What follows belongs to an exercise in optimizing a design on an open flow for small area, a short achievable clock period and few clock cycles; a production flow would make more cautious choices. Only simulation tests tie the RTL to the original design; equivalence was not proved. Power and IR drop assume default switching activity.

Setup of oak:
==> flow/design.v <==
module convolution_core (
input clk,
input reset,
input [31:0] t1,
input [31:0] t2,
input [31:0] t3,
input [31:0] t4,
input [2:0] k,
output [31:0] ret
);
	reg [31:0] acc_s, acc_c;
	reg        rst_q;
	wire [31:0] g0 = acc_s & acc_c;
	wire [31:0] p0 = acc_s ^ acc_c;
	wire [31:0] g1, p1, g2, p2, g3, p3, g4, p4, g5, p5;
	genvar i;
	generate for (i = 0; i < 32; i = i + 1) begin : pfx
		if (i % 2 == 1) begin
			assign g1[i] = g0[i] | p0[i] & g0[i-1];
			assign p1[i] = p0[i] & p0[i-1];
		end else begin
			assign g1[i] = g0[i]; assign p1[i] = p0[i];
		end
		if (i % 4 >= 2) begin
			assign g2[i] = g1[i] | p1[i] & g1[(i/4)*4+1];
			assign p2[i] = p1[i] & p1[(i/4)*4+1];
		end else begin
			assign g2[i] = g1[i]; assign p2[i] = p1[i];
		end
		if (i % 8 >= 4) begin
			assign g3[i] = g2[i] | p2[i] & g2[(i/8)*8+3];
			assign p3[i] = p2[i] & p2[(i/8)*8+3];
		end else begin
			assign g3[i] = g2[i]; assign p3[i] = p2[i];
		end
		if (i % 16 >= 8) begin
			assign g4[i] = g3[i] | p3[i] & g3[(i/16)*16+7];
			assign p4[i] = p3[i] & p3[(i/16)*16+7];
		end else begin
			assign g4[i] = g3[i]; assign p4[i] = p3[i];
		end
		if (i >= 16) begin
			assign g5[i] = g4[i] | p4[i] & g4[15];
		end else begin
			assign g5[i] = g4[i];
		end
	end endgenerate
	assign ret = p0 ^ {g5[30:0], 1'b0};
	wire [31:0] xs = acc_s & {32{~rst_q}};
	wire [31:0] xc = acc_c & {32{~rst_q}};
	wire [31:0] sa = xs ^ xc ^ t1;
	wire [31:0] ca = {(xs[30:0] & xc[30:0]) | (xs[30:0] & t1[30:0]) | (xc[30:0] & t1[30:0]), k[0]};
	wire [31:0] sb = t2 ^ t3 ^ t4;
	wire [31:0] cb = {(t2[30:0] & t3[30:0]) | (t2[30:0] & t4[30:0]) | (t3[30:0] & t4[30:0]), k[1]};
	wire [31:0] sc = sa ^ ca ^ sb;
	wire [31:0] cc = {(sa[30:0] & ca[30:0]) | (sa[30:0] & sb[30:0]) | (ca[30:0] & sb[30:0]), k[2]};
	wire [31:0] sd = sc ^ cc ^ cb;
	wire [31:0] cd = {(sc[30:0] & cc[30:0]) | (sc[30:0] & cb[30:0]) | (cc[30:0] & cb[30:0]), 1'b0};
	always @(posedge clk) begin
		rst_q <= reset;
		acc_s <= sd;
		acc_c <= cd;
	end
endmodule
`timescale 1 ps / 1 ps
module chris_slave (
		input  wire [3:0]  avs_s0_address,
		input  wire        avs_s0_read,
		output wire [31:0] avs_s0_readdata,
		input  wire        avs_s0_write,
		input  wire [31:0] avs_s0_writedata,
		output wire        avs_s0_waitrequest,
		input  wire        clock_clk,
		input  wire        reset_reset,
		output wire        LEDR
	);
	wire [3:0]  a   = avs_s0_address;
	wire [31:0] wd  = avs_s0_writedata;
	wire        rst = reset_reset;
	wire        wr  = avs_s0_write;
	wire        rd  = avs_s0_read;
	reg  [31:0] v0, v1, v2, v3, v4, v5, v6, v7, v8;
	reg  [31:0] rdata;     
	reg  [31:0] n1, n2, o2;
	reg  [2:0]  k;         
	reg         pv;        
	reg         wait_q;    
	reg         wait2;     
	reg         led_q;     
	assign avs_s0_readdata    = rdata;
	assign avs_s0_waitrequest = wait_q;
	assign LEDR               = led_q;
	wire [31:0] wdm = wd & {32{~rst}};
	always @(posedge clock_clk) begin
		if (rst | (wr && a == 4'd0)) v0 <= wdm;
		if (rst | (wr && a == 4'd1)) v1 <= wdm;
		if (rst | (wr && a == 4'd2)) v2 <= wdm;
		if (rst | (wr && a == 4'd3)) v3 <= wdm;
		if (rst | (wr && a == 4'd4)) v4 <= wdm;
		if (rst | (wr && a == 4'd5)) v5 <= wdm;
		if (rst | (wr && a == 4'd6)) v6 <= wdm;
		if (rst | (wr && a == 4'd7)) v7 <= wdm;
		if (rst | (wr && a == 4'd8)) v8 <= wdm;
	end
	reg  [31:0] vmux;
	always @(*) begin
		case (a)
			4'd0: vmux = v0;
			4'd1: vmux = v1;
			4'd2: vmux = v2;
			4'd3: vmux = v3;
			4'd4: vmux = v4;
			4'd5: vmux = v5;
			4'd6: vmux = v6;
			4'd7: vmux = v7;
			default: vmux = v8;
		endcase
	end
	wire [31:0] res;
	wire [31:0] rmux = (a == 4'd9) ? res : (a > 4'd9) ? 32'hffffffff : vmux;
	function [31:0] shl;
		input [31:0] x;
		input [1:0] s;
		case (s)
			2'd0: shl = x;
			2'd1: shl = {x[30:0], 1'b0};
			2'd2: shl = {x[29:0], 2'b0};
			default: shl = {x[28:0], 3'b0};
		endcase
	endfunction
	reg [4:0] w;
	always @(*) begin
		case (a)
			4'd0: w = 5'b00_0_00;    
			4'd1: w = 5'b00_0_01;    
			4'd2: w = 5'b11_0_10;    
			4'd3: w = 5'b00_0_10;    
			4'd4: w = 5'b10_0_10;    
			4'd5: w = 5'b10_1_10;    
			4'd6: w = 5'b11_0_11;    
			4'd7: w = 5'b00_0_11;    
			default: w = 5'b10_0_11;    
		endcase
	end
	wire on  = wr && (a[3] == 1'b0 || a == 4'd8);
	wire two = on && w[4];
	wire neg = w[3];
	wire [31:0] wd2  = w[2] ? {wd[30:0], 1'b0} : wd;
	wire [31:0] old2 = w[2] ? {vmux[30:0], 1'b0} : vmux;
	always @(posedge clock_clk) begin
		rdata <= on ? ~shl(vmux, w[1:0]) : rmux;
		n1    <= on ? shl(wd, w[1:0]) : 32'd0;
		n2    <= two ? (neg ? ~wd2 : wd2) : 32'd0;
		o2    <= two ? (neg ? old2 : ~old2) : 32'd0;
		k     <= {two & ~neg, on, two & neg};
		pv    <= on;
	end
	always @(posedge clock_clk) begin
		if (rst) begin
			wait_q <= 1'b0;
			wait2  <= 1'b0;
			led_q  <= 1'b0;
		end else begin
			if (wr && a == 4'd8) begin
				wait_q <= 1'b1;
				wait2  <= 1'b0;
				led_q  <= 1'b1;
			end else if (rd) begin
				if (wait_q) begin
					wait2 <= 1'b1;
					if (wait2) wait_q <= 1'b0;
				end else begin
					led_q <= 1'b0;
				end
			end
		end
	end
	convolution_core acc (
		.clk(clock_clk),
		.reset(rst),
		.t1(n1),
		.t2(n2),
		.t3(rdata & {32{pv}}),
		.t4(o2),
		.k(k),
		.ret(res)
	);
endmodule
make LEC_CHECK=0 CAP_MARGIN=20 CORE_MARGIN=2 CORE_UTILIZATION=60 CTS_BUF_LIST='sky130_fd_sc_hd__clkbuf_8 sky130_fd_sc_hd__clkbuf_16' CTS_CLUSTER_DIAMETER=80 CTS_CLUSTER_SIZE=24 SETUP_SLACK_MARGIN=3.2 SLEW_MARGIN=20 finish   # period 6.0 ns
run.sh (not shown) runs the stock make flow with config.mk's settings and CLKGATE_MAP_FILE= SYNTH_SCRIPT=/design/flow/synth_recipe.tcl, a recipe that flattens the netlist after the stock synthesis.
Testbench counts of oak, summed over its fixed seeds: cycles 63,899.
Relative to oak, the following input files were edited for pine:
Settings: swapping 3.2 for 3.65 in SETUP_SLACK_MARGIN; swapping 60 for 55 in CORE_UTILIZATION; swapping 24 for 28 in CTS_CLUSTER_SIZE; putting ABC_AREA at 1 where nothing was set.
### Flow results
pine did not stop at any stage, and its layout met the timing, design-rule and antenna checks.
On non-clock buffer total of the final layout: between oak and pine, it ends up higher for pine.
On final worst-path cycle share, the higher figure sits with oak, not pine.
[compare] base=oak new=pine: sequential fraction of total cell area down 3.4 points; wire length after detailed routing up 9.3%.
A worst-path cell with the longest stage delay of or3_1 is what oak shows, while nor2_1 belongs to pine.
The most frequent standard cell in the layout excluding fill and tap cells comes out nand2_1 in one run and edfxtp_1 in the other, namely in pine and oak respectively.
For birch, these inputs were changed with respect to pine:
Settings: CORE_UTILIZATION changed from 55 to 60; SETUP_SLACK_MARGIN changed from 3.65 to 3.6.
==> notes.md <==
Diff pine -> birch: part of the power in combinational logic has remained practically unchanged, average routed wire per standard cell has increased, largest incremental delay on the critical path has remained practically unchanged, final area has decreased, number of sequential storage elements has remained practically unchanged. Looking at minimum setup slack after placement across pine and birch, the one that comes out lower is birch. birch vs. pine: amount of wire on met2 after detailed routing went up by 860 um. Full die area for birch is lower than for pine. Largest net degree at the start of global routing (birch / pine): 0.879.
The following lists how maple was set up differently from birch:
Settings: clearing CTS_BUF_LIST, which used to be sky130_fd_sc_hd__clkbuf_8 sky130_fd_sc_hd__clkbuf_16; swapping 60 for 40 in CORE_UTILIZATION; clearing CTS_CLUSTER_DIAMETER, which used to be 80; clearing ABC_AREA, which used to be 1; swapping 3.6 for 3.4 in SETUP_SLACK_MARGIN; clearing CTS_CLUSTER_SIZE, which used to be 28.
[summary]
From birch to maple the numbers moved as follows: worst-case hold slack dropped 0.012 ns; fraction of standard cell area in multi-input logic shows a reduction of 0.67 points.
Per the comparison of maple with birch, sequential share of the synthesized area went up, count of clock-buffer cells in the layout climbed 32, relative area change from synthesis to final layout rose by 7.0 points, mean post-synth cell area moved up.
Routed wire length: maple lower than birch
Relative to birch, the area after synthesis of maple is lower by 1700 um^2.
Min final cell count without fillers across birch and maple: maple

---

## run A
Starts from the design.v that is shown in full above.
==> flow/config.mk <==
export PLATFORM = sky130hd
export DESIGN_NAME = chris_slave
export DESIGN_NICKNAME = chris_slave
export VERILOG_FILES = /design/flow/design.v
export SDC_FILE = /design/flow/constraint.sdc
export NUM_CORES = 4
export LEC_CHECK = 0
export CAP_MARGIN = 20
export CORE_MARGIN = 2
export CORE_UTILIZATION = 40
export CTS_BUF_LIST = sky130_fd_sc_hd__clkbuf_8 sky130_fd_sc_hd__clkbuf_16
export CTS_CLUSTER_DIAMETER = 80
export CTS_CLUSTER_SIZE = 24
export SETUP_SLACK_MARGIN = 3.4
export SLEW_MARGIN = 20
==> flow/constraint.sdc <==
create_clock -name core_clock -period 6.0 [get_ports {clock_clk}]
set_input_delay 1.2000 -clock core_clock [delete_from_list [all_inputs] [get_ports {clock_clk}]]
set_output_delay 1.2000 -clock core_clock [all_outputs]
set_load 0.01 [all_outputs]
Testbench counts of run A, summed over its fixed seeds: cycles 63,899.
Here is what was changed in the inputs of run B compared with run A.
- CORE_UTILIZATION now 55, was 40
[summary]
- As of run B, die area had fallen by more than a quarter compared to run A.
- Number of placement rows, run B vs run A: down by more than 10%
- Re total design power: run B is about 3% up on run A.
- Compared with run A, run B shows via count of the first global-routing pass lower by 442.
- For the global routing met2 resource utilization, run B came in 11 points higher than run A did.
Setup changes, run B to run C
- setting ABC_AREA to 1 for the first time
- changing SETUP_SLACK_MARGIN from 3.4 to 3.6
- changing CTS_CLUSTER_SIZE from 24 to 28
- setting GPL_ROUTABILITY_DRIVEN to 0 for the first time
--- outcome ---
On switching part of the total power: run C sits above run B.
What run B reported for number of vias per cell after detailed routing has to be multiplied by 0.874 to get the figure for run C.
Buffer and inverter count on the worst path was lower in run B than in run C.
Run B consumes more power than run C.
Going from run B to run C, via count grew by more than 10%.
Compared run C against run B; clock skew within noise.
Note that the routed wire length recorded for run B amounts to 0.899 times the value seen in run C.
NOTE wire length per cell after detailed routing run B->run C decreased by more than 10%
The inputs of run D differ from those of run C as listed below.
- CTS_CLUSTER_DIAMETER: 80 -> unset
- ABC_AREA: 1 -> unset
- SETUP_SLACK_MARGIN: 3.6 -> 3.4
- CTS_BUF_LIST: sky130_fd_sc_hd__clkbuf_8 sky130_fd_sc_hd__clkbuf_16 -> sky130_fd_sc_hd__clkbuf_4 sky130_fd_sc_hd__clkbuf_8
- GPL_ROUTABILITY_DRIVEN: 0 -> unset
- CTS_CLUSTER_SIZE: 28 -> unset
- CORE_UTILIZATION: 55 -> 40
### Flow results
Measured against each other, run C and run D differ in insertion delay to the later sink of the worst-skew pair, the higher figure coming from run D. Diff run C -> run D | tap cell instance count | up by more than a quarter. Between run D and run C, the number of I/O pins does not differ in any meaningful way. Run D gives less setup slack than run C did. On worst hold slack, run C and run D are basically level. Going from run C to run D, share of the cycle needed by the critical path after routing shows an increase of 4.3 points, total non-filler cell area in the finished layout lower, synthesized area decreased by 7.2% relative to the old numbers, share of synthesized cell area in and, or, nand and nor gates dropped 14 points, total power per unit cell area has increased. Max remaining max-slew budget at the tightest pin across run C and run D: run D.
Inputs modified between run D and run E:
- putting PLACE_DENSITY at 0.72 where nothing was set
- swapping 3.4 for 3.6 in SETUP_SLACK_MARGIN
- swapping 40 for 55 in CORE_UTILIZATION
- putting CTS_CLUSTER_SIZE at 24 where nothing was set
- putting ABC_AREA at 1 where nothing was set
- swapping sky130_fd_sc_hd__clkbuf_4 sky130_fd_sc_hd__clkbuf_8 for sky130_fd_sc_hd__clkbuf_8 sky130_fd_sc_hd__clkbuf_16 in CTS_BUF_LIST
- putting CTS_CLUSTER_DIAMETER at 80 where nothing was set
==> notes.md <==
- Run E finished end to end and its layout was clean on timing, DRC and antenna.
- Comparing the two runs side by side, run E comes out behind run D on post-route cell area.
- Diff run D -> run E | combinational cell fraction of total power | increase of 2.6 points
- Run D fits on a die that is larger than the die of run E.
- The final reports for run E and run D show layout clock buffer count lower in the former.
- Diff run E and run D: non-filler instance count after layout lower in run D
- Going from run D to run E, post-cts hold buffer count comparable, number of stages on the worst setup path now larger, global-route wire length before repair now larger.
- Relative to run D, the via count measured on run E has increased by more than 10%.
- The core of run E is more densely filled than that of run D.

==> what the ideal ports hide <==
The results above use ideal ports. As a check the final layouts listed here were re-extracted and re-timed, cells and wires unchanged.
Step 1 assumes that a clkbuf_16 drives the clock port and a buf_2 every other input.
Step 2 times the ports against the registers' clock, not the clock port: input delays grow and output delays shrink by t, the midpoint of the rising clock arrivals with the driver on.
Slacks: ideal / step 1 / step 2; pairs: ideal / step 1.
run | t, ns | setup slack, ns | slew at the worst register clock pin (ns)
oak | 0.655 | 3.151 / 3.154 / 2.500 | 0.10 / 0.10
pine | 0.665 | 3.515 / 3.547 / 2.882 | 0.11 / 0.11
birch | 0.673 | 3.467 / 3.499 / 2.825 | 0.11 / 0.11
maple | 0.656 | 3.259 / 3.202 / 2.546 | 0.07 / 0.07
run A | 0.641 | 3.308 / 3.259 / 2.618 | 0.10 / 0.10
run B | 0.643 | 3.330 / 3.266 / 2.623 | 0.10 / 0.10
run C | 0.659 | 3.583 / 3.564 / 2.937 | 0.11 / 0.11
run D | 0.720 | 3.324 / 3.276 / 2.557 | 0.07 / 0.07
run E | 0.667 | 3.535 / 3.528 / 2.861 | 0.10 / 0.10
After both steps setup and hold are still met in every run listed. The setup slack of run D, which loses most, moves by -0.048 ns with the drivers and by -0.767 ns with both steps.
